Source: an optimization exercise on an open RTL-to-GDS flow (aim: small area, a short achievable clock period and few clock cycles). Production flows keep margins and buffers that such runs may drop.
Only simulation tests tie the RTL to the original design; equivalence was not proved.
Power is estimated from default activity; no workload was simulated.

Setup of harbor:
==> flow/design.v <==
`timescale 1ns/10ps
module LBP ( clk, reset, gray_addr, gray_req, gray_data, lbp_addr, lbp_write, lbp_data, finish);
input   	clk;
input   	reset;
output  [5:0] 	gray_addr;
output        	gray_req;
input   	[7:0] 	gray_data;
output reg [5:0] 	lbp_addr;
output reg 		lbp_write;
output reg [7:0] 	lbp_data;
output reg 	finish;
reg [5:0] cnt;
wire [2:0] r = cnt[5:3];
wire [2:0] c = cnt[2:0];
assign gray_addr = cnt;
assign gray_req  = 1'b1;
always @(posedge clk or posedge reset)
begin
	if (reset) begin
		cnt <= 6'd0;
		finish <= 1'b0;
	end else begin
		cnt <= cnt + 6'd1;
		if (cnt == 6'd63) finish <= 1'b1;
	end
end
always @(posedge clk)
begin
	lbp_write <= !finish && (r >= 3'd2) && (c >= 3'd2);
end
reg [7:0] s1, s2, s3, s4, s5, s6, s7, s8, s9;
wire [7:0] n = gray_data;     
wire [7:0] a = s9;            
wire [7:0] b = s8;            
wire [7:0] cc = s7;           
wire [7:0] d = s1;            
always @(posedge clk)
begin
	s1 <= n; s2 <= s1; s3 <= s2; s4 <= s3; s5 <= s4;
	s6 <= s5; s7 <= s6; s8 <= s7; s9 <= s8;
end
reg [3:0] l0_1, l0_2, l0_3, l0_4, l0_5, l0_6, l0_7, l0_8, l0_9;
reg [7:0] l4;
reg [1:0] l5;
reg       l6;
function [1:0] cmp;   
	input [7:0] x, y;
	reg [7:0] g, p;
	reg [3:0] g2, p2;
	reg [1:0] g4, p4;
	begin
		g = x & ~y;
		p = x | ~y;
		g2 = {g[7] | p[7] & g[6], g[5] | p[5] & g[4], g[3] | p[3] & g[2], g[1] | p[1] & g[0]};
		p2 = {g[7] | p[7] & p[6], g[5] | p[5] & p[4], g[3] | p[3] & p[2], g[1] | p[1] & p[0]};
		g4 = {g2[3] | p2[3] & g2[2], g2[1] | p2[1] & g2[0]};
		p4 = {g2[3] | p2[3] & p2[2], g2[1] | p2[1] & p2[0]};
		cmp = {g4[1] | p4[1] & g4[0], g4[1] | p4[1] & p4[0]};
	end
endfunction
wire [1:0] ca = cmp(a, n), cb = cmp(b, n), cc2 = cmp(cc, n), cd = cmp(d, n);
wire a_ge = ca[0], n_ge_a = ~ca[1];
wire b_ge = cb[0], n_ge_b = ~cb[1];
wire c_ge = cc2[0], n_ge_c = ~cc2[1];
wire d_ge = cd[0], n_ge_d = ~cd[1];
always @(posedge clk)
begin
	l0_1 <= {d_ge, c_ge, b_ge, a_ge};
	l0_2 <= l0_1; l0_3 <= l0_2; l0_4 <= l0_3; l0_5 <= l0_4;
	l0_6 <= l0_5; l0_7 <= l0_6; l0_8 <= l0_7; l0_9 <= l0_8;
	l4 <= {l4[6:0], n_ge_d};
	l5 <= {l5[0], n_ge_c};
	l6 <= n_ge_b;
	lbp_data <= {n_ge_a, l6, l5[1], l4[7], l0_9};
	lbp_addr <= {r - 3'd1, c - 3'd1};
end
endmodule
==> flow/config.mk <==
export PLATFORM = sky130hd
export DESIGN_NAME = LBP
export DESIGN_NICKNAME = LBP
export VERILOG_FILES = /design/flow/design.v
export SDC_FILE = /design/flow/constraint.sdc
export NUM_CORES = 4
export LEC_CHECK = 0
export CAP_MARGIN = 20
export CORE_MARGIN = 2
export CORE_UTILIZATION = 55
export CTS_BUF_LIST = sky130_fd_sc_hd__clkbuf_8 sky130_fd_sc_hd__clkbuf_4
export CTS_CLUSTER_DIAMETER = 100
export CTS_CLUSTER_SIZE = 40
export SETUP_SLACK_MARGIN = 2.3
export SLEW_MARGIN = 20
==> flow/constraint.sdc <==
create_clock -name core_clock -period 4.0 [get_ports {clk}]
set_input_delay 0.8000 -clock core_clock [delete_from_list [all_inputs] [get_ports {clk}]]
set_output_delay 0.8000 -clock core_clock [all_outputs]
set_load 0.01 [all_outputs]
standard.sh (not shown) runs the stock make flow with config.mk's settings and CLKGATE_MAP_FILE= SYNTH_SCRIPT=/design/flow/synth_recipe.tcl, a recipe that flattens the netlist after the stock synthesis.
==> flow/flow/run.sh <==
#!/bin/bash
# The standard layout, with plain buf_2 cells as the port buffers and a
# clock tree without dummy loads.
set -euo pipefail
export BUFFER_PORTS_ARGS="-buffer_cell sky130_fd_sc_hd__buf_2"
export CTS_ARGS="-sink_clustering_enable -repair_clock_nets -sink_clustering_size 40 -sink_clustering_max_diameter 100 -sink_clustering_levels 1 -buf_list {sky130_fd_sc_hd__clkbuf_16 sky130_fd_sc_hd__clkbuf_8} -root_buf sky130_fd_sc_hd__clkbuf_16 -dont_use_dummy_load"
bash standard.sh > standard.log 2>&1
Testbench counts of harbor, summed over its fixed seeds: cycles 4,160.
Setup changes, harbor to ember
==> flow/flow/run.sh <==
#!/bin/bash
# The standard layout, with plain buf_2 cells as the port buffers and a
# clock tree without dummy loads.
set -euo pipefail
export BUFFER_PORTS_ARGS="-buffer_cell sky130_fd_sc_hd__buf_2"
export CTS_ARGS="-sink_clustering_enable -repair_clock_nets -sink_clustering_size 40 -sink_clustering_max_diameter 100 -buf_list {sky130_fd_sc_hd__clkbuf_8 sky130_fd_sc_hd__clkbuf_4} -dont_use_dummy_load -sink_buffer_max_cap_derate 1.0"
bash standard.sh > standard.log 2>&1
Looking at power per cell area, ember sits below harbor.
Startpoint of the most critical setup path = cnt[4]$_DFF_PP0_: harbor; startpoint of the most critical setup path = cnt[5]$_DFF_PP0_: ember
ember vs harbor, worst endpoint data arrival time went up by 0.14 ns.
Total power draw was higher in the run labelled harbor.
Re remaining number of nets flagged by the antenna check after routing: no difference whatsoever between ember and harbor.
Summary: setup slack, ember worse than harbor

Setup of job 404:
RTL: the design.v shown in full above, as it stands there.
Settings: LEC_CHECK=0, CAP_MARGIN=20, CORE_MARGIN=2, CORE_UTILIZATION=55, CTS_BUF_LIST=sky130_fd_sc_hd__clkbuf_8 sky130_fd_sc_hd__clkbuf_4, CTS_CLUSTER_DIAMETER=100, CTS_CLUSTER_SIZE=40, SETUP_SLACK_MARGIN=2.3, SLEW_MARGIN=20; clock period 4.0 ns.
==> flow/flow/run.sh <==
#!/bin/bash
# The standard layout, with plain buf_2 cells as the port buffers and a
# clock tree without dummy loads.
set -euo pipefail
export BUFFER_PORTS_ARGS="-buffer_cell sky130_fd_sc_hd__buf_2"
export CTS_ARGS="-repair_clock_nets -buf_list {sky130_fd_sc_hd__clkbuf_16} -root_buf sky130_fd_sc_hd__clkbuf_16 -dont_use_dummy_load"
bash standard.sh > standard.log 2>&1
Job 404 reached the end of the flow, and the finished layout is clean on the timing, design-rule and antenna checks.
Testbench counts of job 404, summed over its fixed seeds: cycles 4,160.
What job 9064 does differently from job 404 at the input level:
# job 404
export LEC_CHECK = 0
export CAP_MARGIN = 20
export CORE_MARGIN = 2
export CORE_UTILIZATION = 55
export CTS_BUF_LIST = sky130_fd_sc_hd__clkbuf_8 sky130_fd_sc_hd__clkbuf_4
export CTS_CLUSTER_DIAMETER = 100
export CTS_CLUSTER_SIZE = 40
export SETUP_SLACK_MARGIN = 2.3
export SLEW_MARGIN = 20
create_clock -name core_clock -period 4.0 [get_ports {clk}]
# job 9064
export LEC_CHECK = 0
export CAP_MARGIN = 20
export CORE_MARGIN = 2
export CORE_UTILIZATION = 68
export CTS_BUF_LIST = sky130_fd_sc_hd__clkbuf_8 sky130_fd_sc_hd__clkbuf_4
export CTS_CLUSTER_DIAMETER = 100
export CTS_CLUSTER_SIZE = 40
export SETUP_SLACK_MARGIN = 2.3
export SLEW_MARGIN = 20
create_clock -name core_clock -period 4.0 [get_ports {clk}]
-- flow/flow/run.sh --
<<< job 404, line 6
export CTS_ARGS="-repair_clock_nets -buf_list {sky130_fd_sc_hd__clkbuf_16} -root_buf sky130_fd_sc_hd__clkbuf_16 -dont_use_dummy_load"
>>> job 9064, line 6
export CTS_ARGS="-sink_clustering_enable -repair_clock_nets -sink_clustering_size 50 -sink_clustering_max_diameter 100 -buf_list {sky130_fd_sc_hd__clkbuf_16 sky130_fd_sc_hd__clkbuf_8} -root_buf sky130_fd_sc_hd__clkbuf_16 -dont_use_dummy_load -sink_buffer_max_cap_derate 1.0"
[diff] total power, job 9064 relative to job 404: regression. Of job 9064 and job 404, the higher minimum clock period belongs to job 9064. Summary of the comparison: maximum frequency is lower in job 9064, relative to job 404. Job 9064 -> job 404: count of flip-flops with a built-in enable after synthesis delta 0, exact match. Every run (job 9064 and job 404) finished clean. Diff job 404 -> job 9064 | fraction of the cycle the final worst path needs | increase of 0.23 points. | pre-CTS setup slack | job 9064 vs job 404 | 0.034 ns higher |. There was hardly any difference in total number of nets in the final design between job 9064 and job 404. Delta(worst setup margin, job 9064 - job 404) < 0. Total number of placement rows, job 9064 and job 404: smaller value in job 9064.
> inputs changed (job 9064 -> job 3057)
# job 9064
export LEC_CHECK = 0
export CAP_MARGIN = 20
export CORE_MARGIN = 2
export CORE_UTILIZATION = 68
export CTS_BUF_LIST = sky130_fd_sc_hd__clkbuf_8 sky130_fd_sc_hd__clkbuf_4
export CTS_CLUSTER_DIAMETER = 100
export CTS_CLUSTER_SIZE = 40
export SETUP_SLACK_MARGIN = 2.3
export SLEW_MARGIN = 20
create_clock -name core_clock -period 4.0 [get_ports {clk}]
# job 3057
export LEC_CHECK = 0
export CAP_MARGIN = 20
export CORE_MARGIN = 2
export CORE_UTILIZATION = 55
export CTS_BUF_LIST = sky130_fd_sc_hd__clkbuf_8 sky130_fd_sc_hd__clkbuf_4
export CTS_CLUSTER_DIAMETER = 100
export CTS_CLUSTER_SIZE = 40
export SETUP_SLACK_MARGIN = 2.3
export SLEW_MARGIN = 20
create_clock -name core_clock -period 4.0 [get_ports {clk}]
Findings:
- Job 9064 did not stop at any stage, and its layout met the timing, design-rule and antenna checks.
- Job 3057: full flow OK, the timing, design-rule and antenna checks passed
- Compared with job 9064, job 3057 has extra setup slack.
- Final area went up slightly going from job 9064 to job 3057.
- [compare] base=job 9064 new=job 3057: signed area change from the synthesized netlist to the final layout saw an increase; placement row count climbed 3; non-clock buffer count -1.
#### Input delta (job 7015 over job 3057)
# job 3057
export LEC_CHECK = 0
export CAP_MARGIN = 20
export CORE_MARGIN = 2
export CORE_UTILIZATION = 55
export CTS_BUF_LIST = sky130_fd_sc_hd__clkbuf_8 sky130_fd_sc_hd__clkbuf_4
export CTS_CLUSTER_DIAMETER = 100
export CTS_CLUSTER_SIZE = 40
export SETUP_SLACK_MARGIN = 2.3
export SLEW_MARGIN = 20
create_clock -name core_clock -period 4.0 [get_ports {clk}]
# job 7015
export LEC_CHECK = 0
export CAP_MARGIN = 20
export CORE_MARGIN = 2
export CORE_UTILIZATION = 68
export CTS_BUF_LIST = sky130_fd_sc_hd__clkbuf_8 sky130_fd_sc_hd__clkbuf_4
export CTS_CLUSTER_DIAMETER = 100
export CTS_CLUSTER_SIZE = 40
export SETUP_SLACK_MARGIN = 2.3
export SLEW_MARGIN = 20
create_clock -name core_clock -period 4.0 [get_ports {clk}]
==> flow/flow/run.sh <==
#!/bin/bash
# The standard layout, with plain buf_2 cells as the port buffers instead of
# the slow delay cells buffer_ports picks by default.
set -euo pipefail
export BUFFER_PORTS_ARGS="-buffer_cell sky130_fd_sc_hd__buf_2"
bash standard.sh > standard.log 2>&1
### Flow results
Post-synthesis to final-layout area growth in job 7015 is 1.6 points lower than in job 3057. Compared to job 3057, job 7015 reaches a lower achievable clock. Looking at number of cell instances on the worst register-to-register path, job 7015 sits 1 below job 3057. Job 7015 against job 3057: power density over the cells shows a reduction of 2.3%, number of tap cells inserted fell 8, worst hold slack shrank by 0.0031 ns. When job 7015 is set beside job 3057, its share of the cycle needed by the critical path after routing turns out to be 1.1 points larger. Post-route total power on job 7015 is down relative to job 3057.

==> port drivers added, routing unchanged <==
The flow's constraints put no driver on any port. The routed layouts listed below were extracted and timed again, unchanged, in two steps. Step 1, drivers: a clkbuf_16 drives clk and a buf_2 each remaining input, both assumed. Step 2 adds t to the input delays and takes it off the output delays; t is the mean of the earliest and latest rising clock arrival at the registers after step 1. Input paths then give back, and output paths get back, about the clock's delay inside the block. a / b / c = no drivers / after step 1 / after step 2; a / b = the first two.
run	t (ns)	setup slack, ns	worst setup path at the end	cell pins on the clock port's net
harbor	0.426	2.282 / 2.247 / 2.100	input to register	1
ember	0.553	2.141 / 2.114 / 2.112	input to register	1
job 404	0.426	2.282 / 2.247 / 2.100	input to register	1
job 9064	0.429	2.273 / 2.239 / 2.122	input to register	1
job 3057	0.426	2.282 / 2.247 / 2.100	input to register	1
job 7015	0.441	2.237 / 2.207 / 2.132	input to register	1
After both steps setup and hold are still met in every run listed.
